Background: an optimization exercise with open tools, aiming at small area. Do not read the settings as production practice. In this exercise RTL edits were held to simulation tests only and were not proved equivalent to the original. Power figures rest on the tool's default switching activity, not on a simulated workload.

===== flow/design.v =====
module data_syn(
    input logic clk_i,
    input logic rst_n_i,
    input logic data_i,
    output logic data_o
);
logic data_a, data_b;
assign data_o = data_b;
always_ff @(posedge clk_i or negedge rst_n_i)
begin
    if (!rst_n_i) begin
        data_a <= 1'b0;
        data_b <= 1'b0;
    end else begin
        data_a <= data_i;
        data_b <= data_a;
    end
end
endmodule
module edge2en(
    input logic clk_i,
    input logic rst_n_i,
    input logic data_i,
    output logic pos_edge_o,
    output logic neg_edge_o,
    output logic any_edge_o
);
logic data_a, data_b;
assign pos_edge_o = ~data_b & data_a;
assign neg_edge_o = ~data_a & data_b;
assign any_edge_o =  data_a ^ data_b;
always_ff @(posedge clk_i or negedge rst_n_i)
begin
    if (!rst_n_i) begin
        data_a <= 1'b0;
        data_b <= 1'b0;
    end else begin
        data_a <= data_i;
        data_b <= data_a;
    end
end
endmodule
module startup #(
    parameter int W = 32
) (
    input logic clk_i,
    input logic rst_n_i,
    input logic  [4:0] gate_sync_i,
    input logic [W-1:0] gate_shift_i,
    output logic [4:0] gate_en_o
);
logic  [4:0] gate_en;
logic [W-1:0] gate_cnt;
logic        gate_next;
logic        gate_done;
assign gate_en_o = gate_en;
edge2en gate_next_en(
    .clk_i(clk_i),
    .rst_n_i(rst_n_i),
    .data_i(gate_done & (gate_en == gate_sync_i)),
    .pos_edge_o(gate_next)
);
always_ff @(posedge clk_i or negedge rst_n_i)
begin
    if (!rst_n_i) begin
        gate_en   <= 5'b00000;
        gate_cnt  <= {W{1'b0}};
        gate_done <= 1'b0;
    end else begin
        gate_en   <= gate_next ? {gate_en[3:0], (gate_sync_i != 5'b01111)} : gate_en;
        gate_cnt  <= gate_next ? {W{1'b0}} : gate_cnt + 1'b1;
        gate_done <= gate_next ? 1'b0 : (gate_cnt == gate_shift_i) ? 1'b1 : gate_done;
    end
end
endmodule
module measure #(
    parameter int W = 32
) (
    input logic clk_i,
    input logic rst_n_i,
    input logic sig_clk_i,
    input logic        gate_en_i,
    input logic [W-1:0] gate_total_i,
    output logic        reg_wr_en_o,
    output logic [2*W-1:0] reg_wr_data_o,
    output logic gate_sync_o
);
logic sig_clk_s;
logic sig_clk_p;
logic gate_sync;
logic gate_sync_n;
logic        gate_en;
logic [W-1:0] gate_cnt;
logic [W-1:0] sig_clk_cnt;
logic [W-1:0] ref_clk_cnt;
logic        reg_wr_en;
logic [2*W-1:0] reg_wr_data;
assign reg_wr_en_o   = reg_wr_en;
assign reg_wr_data_o = reg_wr_data;
assign gate_sync_o = gate_sync;
data_syn sig_clk_syn(
    .clk_i(clk_i),
    .rst_n_i(rst_n_i),
    .data_i(sig_clk_i),
    .data_o(sig_clk_s)
);
edge2en sig_clk_en(
    .clk_i(clk_i),
    .rst_n_i(rst_n_i),
    .data_i(sig_clk_s),
    .pos_edge_o(sig_clk_p)
);
edge2en gate_sync_en(
    .clk_i(clk_i),
    .rst_n_i(rst_n_i),
    .data_i(gate_sync),
    .neg_edge_o(gate_sync_n)
);
always_ff @(posedge clk_i or negedge rst_n_i)
begin
    if (!rst_n_i) begin
        gate_en  <= 1'b0;
        gate_cnt <= {W{1'b0}};
        gate_sync <= 1'b0;
        sig_clk_cnt <= {W{1'b0}};
        ref_clk_cnt <= {W{1'b0}};
        reg_wr_en   <= 1'b0;
        reg_wr_data <= {(2*W){1'b0}};
    end else begin
        if (gate_sync) begin
            gate_en  <= (gate_cnt == gate_total_i) ? 1'b0 : gate_en;
            gate_cnt <= (gate_cnt == gate_total_i) ? {W{1'b0}} : gate_cnt + 1'b1;
            gate_sync <= (sig_clk_p & ~gate_en) ? 1'b0 : gate_sync;
            sig_clk_cnt <= sig_clk_p ? sig_clk_cnt + 1'b1 : sig_clk_cnt;
            ref_clk_cnt <= ref_clk_cnt + 1'b1;
        end else begin
            gate_en  <= gate_en_i;
            gate_cnt <= {W{1'b0}};
            gate_sync <= (sig_clk_p & gate_en) ? 1'b1 : gate_sync;
            sig_clk_cnt <= reg_wr_en ? {W{1'b0}} : sig_clk_cnt;
            ref_clk_cnt <= reg_wr_en ? {W{1'b0}} : ref_clk_cnt;
        end
        reg_wr_en   <= gate_sync_n;
        reg_wr_data <= gate_sync_n ? {ref_clk_cnt, sig_clk_cnt} : reg_wr_data;
    end
end
endmodule
`timescale 1ns / 1ps
module axi_dfm_v1_0(
    input logic s_axi_aclk,
    input logic s_axi_aresetn,
    input  logic [31:0] s_axi_awaddr,
    input  logic        s_axi_awvalid,
    output logic        s_axi_awready,
    input  logic [31:0] s_axi_wdata,
    input  logic        s_axi_wvalid,
    output logic        s_axi_wready,
    output logic s_axi_bvalid,
    input  logic s_axi_bready,
    input  logic [31:0] s_axi_araddr,
    input  logic        s_axi_arvalid,
    output logic        s_axi_arready,
    output logic [31:0] s_axi_rdata,
    output logic        s_axi_rvalid,
    input  logic        s_axi_rready,
    input  logic signal_in,
    output logic signal_done
);
localparam int W = 16;
logic [4:0] gate_en;
logic [4:0] gate_sync;
logic [W-1:0] gate_shift;
logic [W-1:0] gate_total;
logic     [4:0] raw_wr_en;
logic [2*W-1:0] raw_wr_data[5];
logic           reg_wr_en;
logic [2*W-1:0] reg_wr_data;
logic [2*W-1:0] reg_rd_data;
assign s_axi_awready = s_axi_aresetn && s_axi_awvalid && (!s_axi_bvalid || s_axi_bready);
assign s_axi_wready  = s_axi_aresetn && s_axi_wvalid  && (!s_axi_bvalid || s_axi_bready);
assign s_axi_arready = s_axi_aresetn && s_axi_arvalid && (!s_axi_rvalid || s_axi_rready);
assign signal_done = reg_wr_en;
always_ff @(posedge s_axi_aclk or negedge s_axi_aresetn)
begin
    if (!s_axi_aresetn) begin
        gate_shift <= {W{1'b0}};
        gate_total <= {W{1'b0}};
        reg_rd_data <= {(2*W){1'b0}};
        s_axi_bvalid <= 1'b0;
        s_axi_rvalid <= 1'b0;
        s_axi_rdata <= 32'h0000_0000;
    end else begin
        if (s_axi_awready) begin
            case (s_axi_awaddr[7:0])
                8'h00:
                    gate_shift <= s_axi_wdata[W-1:0];
                8'h04:
                    gate_total <= s_axi_wdata[W-1:0];
                default:
                    reg_rd_data <= reg_wr_data;
            endcase
        end
        if (s_axi_arready) begin
            case (s_axi_araddr[7:0])
                8'h00:
                    s_axi_rdata <= {{(32-W){1'b0}}, gate_shift};
                8'h04:
                    s_axi_rdata <= {{(32-W){1'b0}}, gate_total};
                8'h08:
                    s_axi_rdata <= {{(32-W){1'b0}}, reg_rd_data[W-1:0]};
                8'h0C:
                    s_axi_rdata <= {{(32-W){1'b0}}, reg_rd_data[2*W-1:W]};
                default:
                    s_axi_rdata <= 32'h0000_0000;
            endcase
        end
        s_axi_bvalid <= (s_axi_bvalid & ~s_axi_bready) | s_axi_awready;
        s_axi_rvalid <= (s_axi_rvalid & ~s_axi_rready) | s_axi_arready;
    end
end
startup #(.W(W)) startup(
    .clk_i(s_axi_aclk),
    .rst_n_i(s_axi_aresetn),
    .gate_sync_i(gate_sync),
    .gate_shift_i(gate_shift),
    .gate_en_o(gate_en)
);
genvar i;
generate
    for (i = 0; i < 5; i = i + 1) begin: measure_block
        measure #(.W(W)) measure(
            .clk_i(s_axi_aclk),
            .rst_n_i(s_axi_aresetn),
            .sig_clk_i(signal_in),
            .gate_en_i(gate_en[i]),
            .gate_total_i(gate_total),
            .reg_wr_en_o(raw_wr_en[i]),
            .reg_wr_data_o(raw_wr_data[i]),
            .gate_sync_o(gate_sync[i])
        );
    end
endgenerate
always_ff @(posedge s_axi_aclk or negedge s_axi_aresetn)
begin
    if (!s_axi_aresetn) begin
        reg_wr_en   <= 1'b0;
        reg_wr_data <= {(2*W){1'b0}};
    end else begin
        reg_wr_en <= raw_wr_en[0] | raw_wr_en[1] | raw_wr_en[2] | raw_wr_en[3] | raw_wr_en[4];
        case (raw_wr_en)
            5'b00001:
                reg_wr_data <= raw_wr_data[0];
            5'b00010:
                reg_wr_data <= raw_wr_data[1];
            5'b00100:
                reg_wr_data <= raw_wr_data[2];
            5'b01000:
                reg_wr_data <= raw_wr_data[3];
            5'b10000:
                reg_wr_data <= raw_wr_data[4];
            default:
                reg_wr_data <= reg_wr_data;
        endcase
    end
end
endmodule

===== flow/run.sh =====
#!/bin/bash
# synth_recipe.tcl (not shown) runs the flow's synth.tcl, then flattens the netlist and writes it again
# the make line also repeats each setting of config.mk as NAME=value (left out here)
make -C /OpenROAD-flow-scripts/flow DESIGN_CONFIG=/design/flow/config.mk WORK_HOME=/design/flow/orfs CLKGATE_MAP_FILE= SYNTH_SCRIPT=/design/flow/synth_recipe.tcl finish

===== flow/config.mk =====
export PLATFORM = sky130hd
export DESIGN_NAME = axi_dfm_v1_0
export DESIGN_NICKNAME = axi_dfm_v1_0
export VERILOG_FILES = /design/flow/design.v
export SDC_FILE = /design/flow/constraint.sdc
export NUM_CORES = 4
export LEC_CHECK = 0
export CAP_MARGIN = 20
export CORE_MARGIN = 2
export CORE_UTILIZATION = 40
export PLACE_DENSITY = 0.6
export SLEW_MARGIN = 20

===== flow/constraint.sdc =====
create_clock -name core_clock -period 5.0 [get_ports {s_axi_aclk}]
set_input_delay 1.0000 -clock core_clock [delete_from_list [all_inputs] [get_ports {s_axi_aclk}]]
set_output_delay 1.0000 -clock core_clock [all_outputs]
set_load 0.01 [all_outputs]

==> summary.txt <==
## flip-flops by register name (all words and copies together), names as in the netlist, 5 cells and up, named ones only
register and flops:
measure_block.measure.reg_wr_data 160, measure_block.measure.gate_en 5, reg_rd_data 32, gate_total 16, measure_block.measure.sig_clk_cnt 80, reg_wr_data 32
s_axi_rdata 16, measure_block.measure.gate_sync_en.data_a 5, gate_shift 16, measure_block.measure.reg_wr_en 5, measure_block.measure.ref_clk_cnt 80, startup.gate_en 5
measure_block.measure.gate_sync_en.data_b 5, measure_block.measure.gate_cnt 80, startup.gate_cnt 16
## worst max path at each step
stage                    end  slack, ns  depth (start not counted)
5_1_grt        s_axi_awready       1.32                          4
4_1_cts        s_axi_awready       1.43                          4
3_5_place_dp   gate_shift[4]       1.38                          5
6_report       s_axi_awready       1.47                          5
2_1_floorplan  s_axi_arready       2.22                          4
3_3_place_gp   s_axi_awready       1.45                          4
## metal layers
metal / vias up / part of all wire (%) / GRT usage, %
li1: 8932 / - / -
met1: 9698 / 46 / 27.9
met2: 472 / 47 / 31.1
met3: 97 / 5.0 / 2.57
met4: 0 / 2.7 / 6.04
met5: - / 0 / 0
## power breakdown
| part | internal [uW] | switching, uW | leakage (uW) | total, uW |
|---|---|---|---|---|
| Combinational | 828 | 1550 | 0.00469 | 2370 |
| Clock | 2620 | 1840 | 0.000972 | 4460 |
| Sequential | 4970 | 427 | 0.00782 | 5390 |
| Total | 8420 | 3820 | 0.0135 | 12200 |
## cells in the mapped netlist (all sizes together) (10+ instances only)
master and n:
nand4 82, nor2 133, nor2b 14, clkbuf 114, or3 53, a22o 21
and3 75, o211ai 16, o21ai 169, xor2 71, o2111ai 10, inv 96
a31oi 10, and2 12, mux2 187, ha 21, nand2 201, nor4 47
mux4 16, dfrtp 568, nor3 61, and4 20, o31ai 11, xnor2 121
buf 43, mux2i 71, or4 14, a21oi 70, nand3 88, o41ai 12
## worst register-to-register path, cell delays in order (launching register included)
cell     delay [ns]
dfrtp_1        0.57
or3_1          0.57
buf_4          0.40
buf_4          0.21
nor3_1         0.06
nor4_1         0.74
mux2i_1        0.15
## cells by family after synthesis
group | count (synthesis)
simple gates | 823
flops | 568
compound gates | 365
mux | 274
buf+inv | 253
xor+xnor | 192
fa+ha+maj | 21
other cells | 1
## cells in the final DEF, fill, tap and decap left out, types with 60 or more instances in the layout
master / netlist / final
xnor2_1: 121 / 121
clkbuf_16: 0 / 61
and3_1: 75 / 75
clkdlybuf4s50_1: 0 / 60
mux2i_1: 71 / 71
inv_1: 96 / 96
o21ai_0: 169 / 169
mux2_2: 187 / 187
xor2_1: 71 / 71
nand2_1: 201 / 201
nand3_1: 87 / 87
dfrtp_1: 568 / 568
nor3_1: 60 / 60
nor2_1: 133 / 132
nand4_1: 82 / 82
a21oi_1: 70 / 70
## through the flow
step	power, uW	utilization, %	hold WS (ns)
6_report	12200	45.4	0.353
5_1_grt	12900	45.4	0.367
4_1_cts	12400	45.3	0.342
3_5_place_dp	7830	42.4	0.340
3_3_place_gp	7760	42.4	0.334
2_1_floorplan	7000	-	0.331
## layout make-up
| type | count | area, um2 |
|---|---|---|
| multi-input cells | 1691 | 11800 |
| repair buffers | 101 | 951 |
| diodes | 1 | 2.50 |
| clock inverters | 19 | 254 |
| well taps | 873 | 1090 |
| inverters | 96 | 360 |
| flip-flops and latches | 568 | 14200 |
| fillers | 6134 | 36500 |
| clock buffers | 85 | 1710 |
==> summary.txt <==
most area-consuming cells after synthesis=dfrtp_1 (53%), mux2_2 (7.8%), xnor2_1 (3.9%); clk slew on worst S/H paths=~0.05 ns; ys flop type=dfrtp_1; pre-CTS setup slack=1.38 ns; Hold Path End=measure_block[2].measure.sig_clk_syn.data_b; status=finished clean; Clock Tree Buf Depth=3; setup tns final=0 ns; FF-to-FF path depth=6; DP Cell Count=3328; Final ANT Viol Nets=0; H-tree Lvls=2; Crit. Startpoint=s_axi_bready; most frequent CP cell=clkdlybuf4s50_1; fmax=between 200 and 300 MHz; Post-Layout Cell Count=3434; total grt overflow=0; CP max-delay cell=clkdlybuf4s50_1; largest area contributor in the netlist=dfrtp_1; final instance area=between 0.03 and 0.04 mm2; Final min period=~3.5 ns; via count=19199; core area=0.0669 mm2; largest net degree at the start of global routing=~180; First DRT Iteration DRCs=about 1700; vias per cell=around 5.6; Yosys top cell area share=52.7%; Root Buffer Master=clkbuf_16; CTS tree=yes; delay-heaviest family, CP=buffers and inverters; All-Layer GR Usage=19.6%; synthesized area per cell=about 11 um2; Syn Inst Count=around 2500; Post-CTS Hold Buffers=0; hold path start=measure_block[2].measure.sig_clk_syn.data_a; share of flip-flops with an asynchronous set or reset=100%; share of cells above drive strength 1=approximately 14%; Die Ht=~260 um; period utilization=70.6%; post-route setup slack=between 1 and 1.5 ns; synthesized flop and latch total=~570; clock sinks=568; initial antenna violation count=1; Worst R2R Setup Slack=between 2 and 2.5 ns; Slowest Stage Delay on Critical Path=~0.55 ns; post-synthesis mux area share=between 10% and 20%; combinational family with the most area after synthesis=simple AND/OR/NAND/NOR gates; Yosys cell types=70; drt wl/cell=19.6 um; worst-skew pair later-pin latency=approximately 0.65 ns; Post-CTS Resized=0; Post-DP Area=0.0284 mm2; max-slew violations=0; WP buf/inv=3; clock buffer count from CTS=60; Hold Vio Cnt, Final=0; die area=0.0695 mm2; Slew @ Worst Pin=between 1 and 1.5 ns; adder-cell share of the synthesized area=0.975%; first-pass GRT wire length=109000 um; Hold WC Path Type=reg2reg; Max-slew headroom=between 20% and 30%; Synth Area in Compound Gates=about 8.5%; PortBufs=around 60; RR Endpoint=reg_wr_data[1]; max_cap viols=0; Chip Width=264 um; sequential area share after synthesis=a little over half; I/O pins=142; worst setup path class=in2out; # Post-CTS Setup Buffers=0; Hold Crit Depth=0; Row Count=95; RSZ-0062 raised after global routing=false; setup violators final=0; Worst Skew=between 0.04 and 0.05 ns; Worst Path Arrival=~2.5 ns; peak supply drop=0.258 mV; Static Leak=roughly 0.013 uW; Cell Chain, Critical Path=clkdlybuf4s50_1, nand2b_1, nand3_1, inv_1, clkdlybuf4s50_1; number of nets in the layout=about 2600; Synth Area in XOR/XNOR=a little over 6%; CP max FO=3; Yosys warnings=6; # DRC=0; CP startpoint kind=primary input; Post-synth EDFFs=0; area fraction in and, or, nand and nor cells after synthesis=approximately 16%; Routed WL=about 67000 um; vias in the first global route=19131; Pwr Density=403 mW/mm2; Req. time, crit path=about 4.0 ns; endpoint class of the critical path=output port; mapped cell area=about 0.027 mm2; origin of the critical flop-to-flop path=measure_block[1].measure.reg_wr_en; Synth-to-Final Area Change=12.7%; routability cong.=~0.85; DPL Wire Length=46900 um; Initial Util=40.3%; DRT Pass-1 Iters=5

## port drivers added, routing unchanged
Ports are ideal in the flow. The routed layout listed here was re-timed in OpenROAD.
Step 1, drivers: a clkbuf_16 drives s_axi_aclk and a buf_2 each remaining input, both assumed.
Step 2 adds t to the input delays and takes it off the output delays; t is the mean of the earliest and latest rising clock arrival at the registers after step 1. Input paths then give back, and output paths get back, about the clock's delay inside the block.
a / b / c = ideal / step 1 / step 2; a / b = the first two.
shift t [ns]: 0.682
slack for setup (ns): 1.469 / 1.429 / 1.407
worst hold slack (ns): 0.353 / 0.353 / 0.353
worst setup path after step 2: input to register
cell pins on the clock port's net: 1
After both steps this run still meets setup and hold. The setup slack of this run moves by -0.040 ns with the drivers and by -0.062 ns with both steps.
